What follows belongs to an exercise in optimizing a design on an open flow for small area and a short achievable clock period; a production flow would make more cautious choices.
Only simulation tests tie the RTL to the original design; equivalence was not proved.
Power figures rest on the tool's default switching activity, not on a simulated workload.

$ cat design/flow/config.mk
export PLATFORM = sky130hd
export DESIGN_NAME = processor
export DESIGN_NICKNAME = processor
export VERILOG_FILES = /design/flow/design.v
export SDC_FILE = /design/flow/constraint.sdc
export NUM_CORES = 4
export LEC_CHECK = 0
export CAP_MARGIN = 30
export CORE_MARGIN = 2
export CORE_UTILIZATION = 30
export PLACE_DENSITY = 0.34
export SETUP_SLACK_MARGIN = 0.3
export SLEW_MARGIN = 45
$ cat design/flow/run.sh
#!/bin/bash
# synth_recipe.tcl (not shown) runs the flow's synth.tcl, then flattens the netlist and writes it again
# the make line also repeats each setting of config.mk as NAME=value (left out here)
make -C /OpenROAD-flow-scripts/flow DESIGN_CONFIG=/design/flow/config.mk WORK_HOME=/design/flow/orfs CLKGATE_MAP_FILE= SYNTH_SCRIPT=/design/flow/synth_recipe.tcl finish
$ cat design/flow/design.v
`timescale 1ns / 1ps
module processor(
    input clk, reset,
    input [31:0] Instr,
    output [7:0] PC,
    output [31:0] Result
    );
    wire [6:0] opcode = Instr[6:0];
    wire [4:0] rd     = Instr[11:7];
    wire [2:0] funct3 = Instr[14:12];
    wire [4:0] rs1    = Instr[19:15];
    wire [4:0] rs2    = Instr[24:20];
    wire is_op, is_imm, is_load, is_store, reg_write;
    wire [31:0] A, R2, B, ALU_Result, MemData;
    Controller controller(.Opcode(opcode), .IsOp(is_op), .IsImm(is_imm),
                          .IsLoad(is_load), .IsStore(is_store), .RegWrite(reg_write));
    ImmGen imm_gen(.InstCode(Instr), .R2(R2), .B(B));
    RegFile rf(.clk(clk), .reset(reset), .we(reg_write), .wa(rd),
               .wd(is_load ? MemData : ALU_Result),
               .ra1(rs1), .ra2(rs2), .rd1(A), .rd2(R2));
    ALU_32 alu(.A(A), .B(B), .Funct3(funct3), .B30(Instr[30]), .Instr5(Instr[5]),
               .Instr4(Instr[4]), .Y(ALU_Result));
    DataMem dm(.clk(clk), .we(is_store), .addr(ALU_Result[8:2]), .wd(R2), .rd(MemData));
    FlipFlop pc_reg(.clk(clk), .reset(reset), .q(PC));
    assign Result = ALU_Result;
endmodule
`timescale 1ns / 1ps
module Controller(
    input [6:0] Opcode,
    output IsOp, IsImm, IsLoad, IsStore, RegWrite
    );
    assign IsOp    = (Opcode == 7'b0110011);
    assign IsImm   = (Opcode == 7'b0010011);
    assign IsLoad  = (Opcode == 7'b0000011);
    assign IsStore = (Opcode == 7'b0100011);
    assign RegWrite = IsOp | IsImm | IsLoad;
endmodule
`timescale 1ns / 1ps
module ALU_32(
    input [31:0] A, B,
    input [2:0] Funct3,
    input B30, Instr5, Instr4,
    output reg [31:0] Y
    );
    wire ls  = ~Instr4;
    wire slt = (Funct3 == 3'b010) & ~ls;
    wire sub = ((Funct3 == 3'b000) & B30 & Instr5 & Instr4) | slt;
    wire [31:0] sum = A + (sub ? ~B : B) + {31'b0, sub};
    wire lt = (A[31] ^ B[31]) ? A[31] : sum[31];
    always @(*) begin
        case (Funct3)
            3'b010:  Y = ls ? sum : {31'b0, lt};
            3'b100:  Y = ~(A | B);
            3'b101:  Y = A & B;
            3'b110:  Y = ls ? (A & B) : (A | B);
            3'b111:  Y = A & B;
            default: Y = sum;
        endcase
    end
endmodule
`timescale 1ns / 1ps
module RegFile(
    input clk, reset, we,
    input [4:0] wa, ra1, ra2,
    input [31:0] wd,
    output reg [31:0] rd1, rd2
    );
    wire [32*32-1:0] q;
    wire [31:0] v;
    assign q[31:0] = 32'b0;
    assign v[0] = 1'b0;
    genvar i;
    generate
        for (i = 1; i < 32; i = i + 1) begin : r
            reg [31:0] data;
            reg valid;
            wire wen = we & (wa == i);
            always @(posedge clk)
                if (wen) data <= wd;
            always @(posedge clk or posedge reset)
                if (reset) valid <= 1'b0;
                else if (wen) valid <= 1'b1;
            assign q[i*32 +: 32] = data;
            assign v[i] = valid;
        end
    endgenerate
    integer k;
    always @(*) begin
        rd1 = 32'b0;
        rd2 = 32'b0;
        for (k = 1; k < 32; k = k + 1) begin
            rd1 = rd1 | ({32{v[k] & (ra1 == k)}} & q[k*32 +: 32]);
            rd2 = rd2 | ({32{v[k] & (ra2 == k)}} & q[k*32 +: 32]);
        end
    end
endmodule
`timescale 1 ns / 1 ps
module DataMem(
    input clk, we,
    input [6:0] addr,
    input [31:0] wd,
    output reg [31:0] rd
    );
    wire [128*32-1:0] q;
    genvar w;
    generate
        for (w = 0; w < 128; w = w + 1) begin : m
            reg [31:0] data;
            always @(posedge clk)
                if (we && addr == w) data <= wd;
            assign q[w*32 +: 32] = data;
        end
    endgenerate
    integer k;
    always @(*) begin
        rd = 32'b0;
        for (k = 0; k < 128; k = k + 1)
            rd = rd | ({32{addr == k}} & q[k*32 +: 32]);
    end
endmodule
`timescale 1ns / 1ps
module FlipFlop(
    input clk, reset,
    output [7:0] q
    );
    reg [5:0] pc;
    always @(posedge clk)
        if (reset) pc <= 6'b0;
        else pc <= pc + 6'd1;
    assign q = {pc, 2'b00};
endmodule
`timescale 1ns / 1ps
module ImmGen(
    input [31:0] InstCode,
    input [31:0] R2,
    output [31:0] B
    );
    wire use_reg = InstCode[5] & InstCode[4];
    wire s_type  = InstCode[5] & ~InstCode[4];
    wire [31:0] imm = {{21{InstCode[31]}}, InstCode[30:25],
                       s_type ? InstCode[11:7] : InstCode[24:20]};
    assign B = use_reg ? R2 : imm;
endmodule
$ cat design/flow/constraint.sdc
create_clock -name core_clock -period 12.0 [get_ports {clk}]
set_input_delay 2.4000 -clock core_clock [delete_from_list [all_inputs] [get_ports {clk}]]
set_output_delay 2.4000 -clock core_clock [all_outputs]
set_load 0.01 [all_outputs]
==> flow_summary.json <==
{
  "cts_tree": "done",
  "p_leak_uw": 0.0872,
  "grt_max_degree": 109,
  "fillers": 60524,
  "drc": 0,
  "final_common_cell": "edfxtp_1",
  "yosys_warnings": 4,
  "clockPowerShare_pct": 44.4,
  "nets": 14165,
  "synthCells": 11822,
  "end_kind": "output pin",
  "dr.pass1.iters": 10,
  "overflow": 0,
  "die-area_um2": 663000,
  "setup_violations": 0,
  "synth_largest_area_cell": "edfxtp_1",
  "root_buffer": "clkbuf_16",
  "worst-path-buf-inv": 10,
  "cpMostUsedCell": "buf_4",
  "synth-seq-area-share_pct": 78.0,
  "netSwitchingFraction_pct": 24.9,
  "slowest_delay_ps": 710,
  "peakVddDrop_mv": 0.142,
  "drt-initial-drc-count": 34502,
  "intPower_uw": 30300,
  "finalClockSkew_ps": 93.8,
  "cap_violations": 0,
  "rsz0062_at_grt": "yes",
  "cp.required_ps": 9600,
  "crit_fanout": 11,
  "crit_arrival_ps": 9320,
  "vias": 155994,
  "synth_area_um2": 197000,
  "grt_pass1_wl_mm": 1780,
  "grt_pass1_vias": 140744,
  "ioPinCount": 74,
  "place_area_um2": 234000,
  "io_buffer_count": 71,
  "crit_family": "buffers and inverters",
  "antenna_found_initial": 268,
  "worst_setup_path_start_kind": "input pin",
  "status": "no timing/DRC/antenna violations",
  "hold_path_class": "flop to flop",
  "cp_slowest_cell": "a2111oi_1",
  "avgRoutedWirePerCell_um": 62.2,
  "h-tree-depth": 6,
  "gp_congestion": 0.975,
  "slew_viol_final": 0,
  "cts_buffers": 601,
  "async_reset_ff_share_pct": 0.605,
  "min_period_over_period_pct": 97.7,
  "dpl.hpwl_mm": 1000,
  "utilization_pct": 38.7,
  "routed_via_density": 6.67,
  "synth_edf_count": 5088,
  "routed_wl_mm": 1450,
  "drive_above_1_share_pct": 26.6,
  "p_comb_share_pct": 6.8,
  "yosys_register_bits": 5125,
  "ys.flop_type": "edfxtp_1",
  "clock_latency_ps": 1160,
  "hold_viol": 0,
  "regMostFlops": "dm.m.data",
  "path_class": "input pin to output pin",
  "tightest_slew_ps": 1000,
  "avgSynthCellArea_um2": 16.7,
  "clock.fmax_ghz": 0.0853,
  "final_cell_mix": "edfxtp_1, buf_4, a22oi_1",
  "start_util_pct": 30.1,
  "clock_sinks": 5125,
  "postCtsHoldBufs": 0,
  "track_usage_pct": 42.3,
  "rows": 297,
  "synth_top_area_share_pct": 77.5,
  "yosysUniqueCellTypes": 106,
  "largest_reg_flops": 4096,
  "fin_crit_ps": 11720,
  "synthTopCellsByArea": "edfxtp_1, a22oi_1, nand4_1",
  "die_x_um": 815,
  "core_um2": 654000,
  "fin_area_um2": 253000,
  "p_per_area_nw_per_um2": 159,
  "top_regs": "dm.m.data (4096), rf.r.data (992), rf.r.valid (31)",
  "maxSlewHeadroom_pct": 33.2,
  "clockBufferDepth": 4,
  "area_growth_pct": 28.5,
  "ant_nets": 0,
  "fp.dieH_um": 815,
  "clk_transition_reported_paths_ps": 60,
  "p_sw_uw": 10000,
  "sequentialPowerShare_pct": 48.8
}
==> metal layers <==
metal / GRT usage (%) / wire [um] / up-vias
li1: - / - / 54738
met1: 56.4 / 567000 / 84661
met2: 63.1 / 626000 / 13657
met3: 11.3 / 165000 / 2870
met4: 22.8 / 96700 / 68
met5: 0 / 419 / -
==> power by group through the flow <==
stage | Combinational (uW) | Sequential [uW] | Clock (uW)
2_1_floorplan | 710 | 20100 | 0
3_3_place_gp | 2600 | 20100 | 0
3_5_place_dp | 2630 | 20100 | 0
4_1_cts | 2640 | 19700 | 17900
5_1_grt | 2700 | 19700 | 18600
6_report | 2750 | 19700 | 17900
==> through the flow <==
| step | worst slack [ps] | power, uW | instances | setup TNS, ps | hold WS [ps] |
|---|---|---|---|---|---|
| after floorplan | -457 | 20800 | 11823 | -889 | 469 |
| after global placement | -1190 | 22700 | 22059 | -466300 | 446 |
| after detailed placement | -455 | 22700 | 22140 | -14150 | 460 |
| after CTS | 320 | 40300 | 23218 | 0 | 478 |
| after global routing | 266 | 41000 | 23259 | 0 | 518 |
| final | 278 | 40300 | 23371 | 0 | 476 |
==> synthesized netlist by cell type (all sizes together) (35+ instances only) <==
library cell and n:
o21ai 60, nand2 615, or3 74, clkbuf 602
a21oi 92, nand4 487, a222oi 230, a32oi 35
or4 40, and2 55, and3 393, nor4 141
a22o 266, a22oi 1633, nor3 291, or2 38
edfxtp 5088, a221oi 248, nor2 137, buf 235
and4 49, a2111oi 86, o2111ai 37, nand3 292
inv 45
==> cells by family after synthesis <==
logic type,after synthesis,share of synthesized area [%]
buffers and inverters,883,1.82
AND/OR/NAND/NOR,2712,7.51
AO/OA/AOI/OAI,2986,12.1
adder cells (fa/ha/maj),38,0.240
XOR/XNOR,55,0.244
other,1,0.00190
flip-flops,5125,78.0
multiplexers,22,0.119
==> area by class of cell <==
cell class                      instances  area [um2]  area share [%]
Sequential cell                      5125      154000            60.7
Multi-Input combinational cell       5815       43200            17.1
Timing Repair Buffer                 2508       26400            10.4
Clock buffer                          771       15900            6.28
Tap cell                             8671       10800            4.28
Clock inverter                        300        2610            1.03
Antenna cell                          135         338           0.133
Inverter                               46         188          0.0741
==> timing repair <==
| item | in CTS | in global routing |
|---|---|---|
| endpoints found under the setup margin | 10 | 12 |
| pin swaps | 14 | 22 |
| buffers inserted | 7 | 7 |
| resized for setup | 40 | 15 |
==> final timing paths <==
check                      cells after the start          endpoint            from  slack, ps
hold reg to reg                                1      pc_reg.pc[0]    pc_reg.pc[0]        480
max in group asynchronous                      3    rf.r[11].valid           reset       9440
min in group asynchronous                      3     rf.r[4].valid           reset       1940
hold / removal                                 1      pc_reg.pc[0]    pc_reg.pc[0]        480
setup reg to reg                              35  rf.r[22].data[6]  rf.r[20].valid       2360
setup / recovery                              28         Result[0]       Instr[20]        280
==> worst register-to-register path: cells and delay by family (launching register included) <==
| family | cells | cell delay, ps |
|---|---|---|
| buffers and inverters | 13 | 2950 |
| AOI/OAI and AO/OA | 10 | 2410 |
| DFF | 1 | 900 |
| adders and majority gates | 1 | 270 |
| and+or+nand+nor | 10 | 2500 |
| xor gates and xnor gates | 1 | 160 |

afterwards: timing with drivers on the ports:
In the flow no input, the clock included, has a driving cell. The finished layout below was timed again as built, in two steps. Step 1, drivers: a clkbuf_16 drives clk and a buf_2 each remaining input, both assumed. Step 2 times the ports against the registers' clock, not the clock port: input delays grow and output delays shrink by t, the midpoint of the rising clock arrivals with the driver on. Slacks: ideal ports / drivers / drivers and shift; pairs: ideal ports / drivers.
t, ns: 1.254
setup WS [ns]: 0.278 / 0.242 / -0.022
clock arrival spread, ns: 0.094 / 0.094
With both steps, setup timing fails in this run, where it was met with ideal ports. The setup slack of this run moves by -0.036 ns with the drivers and by -0.300 ns with both steps.
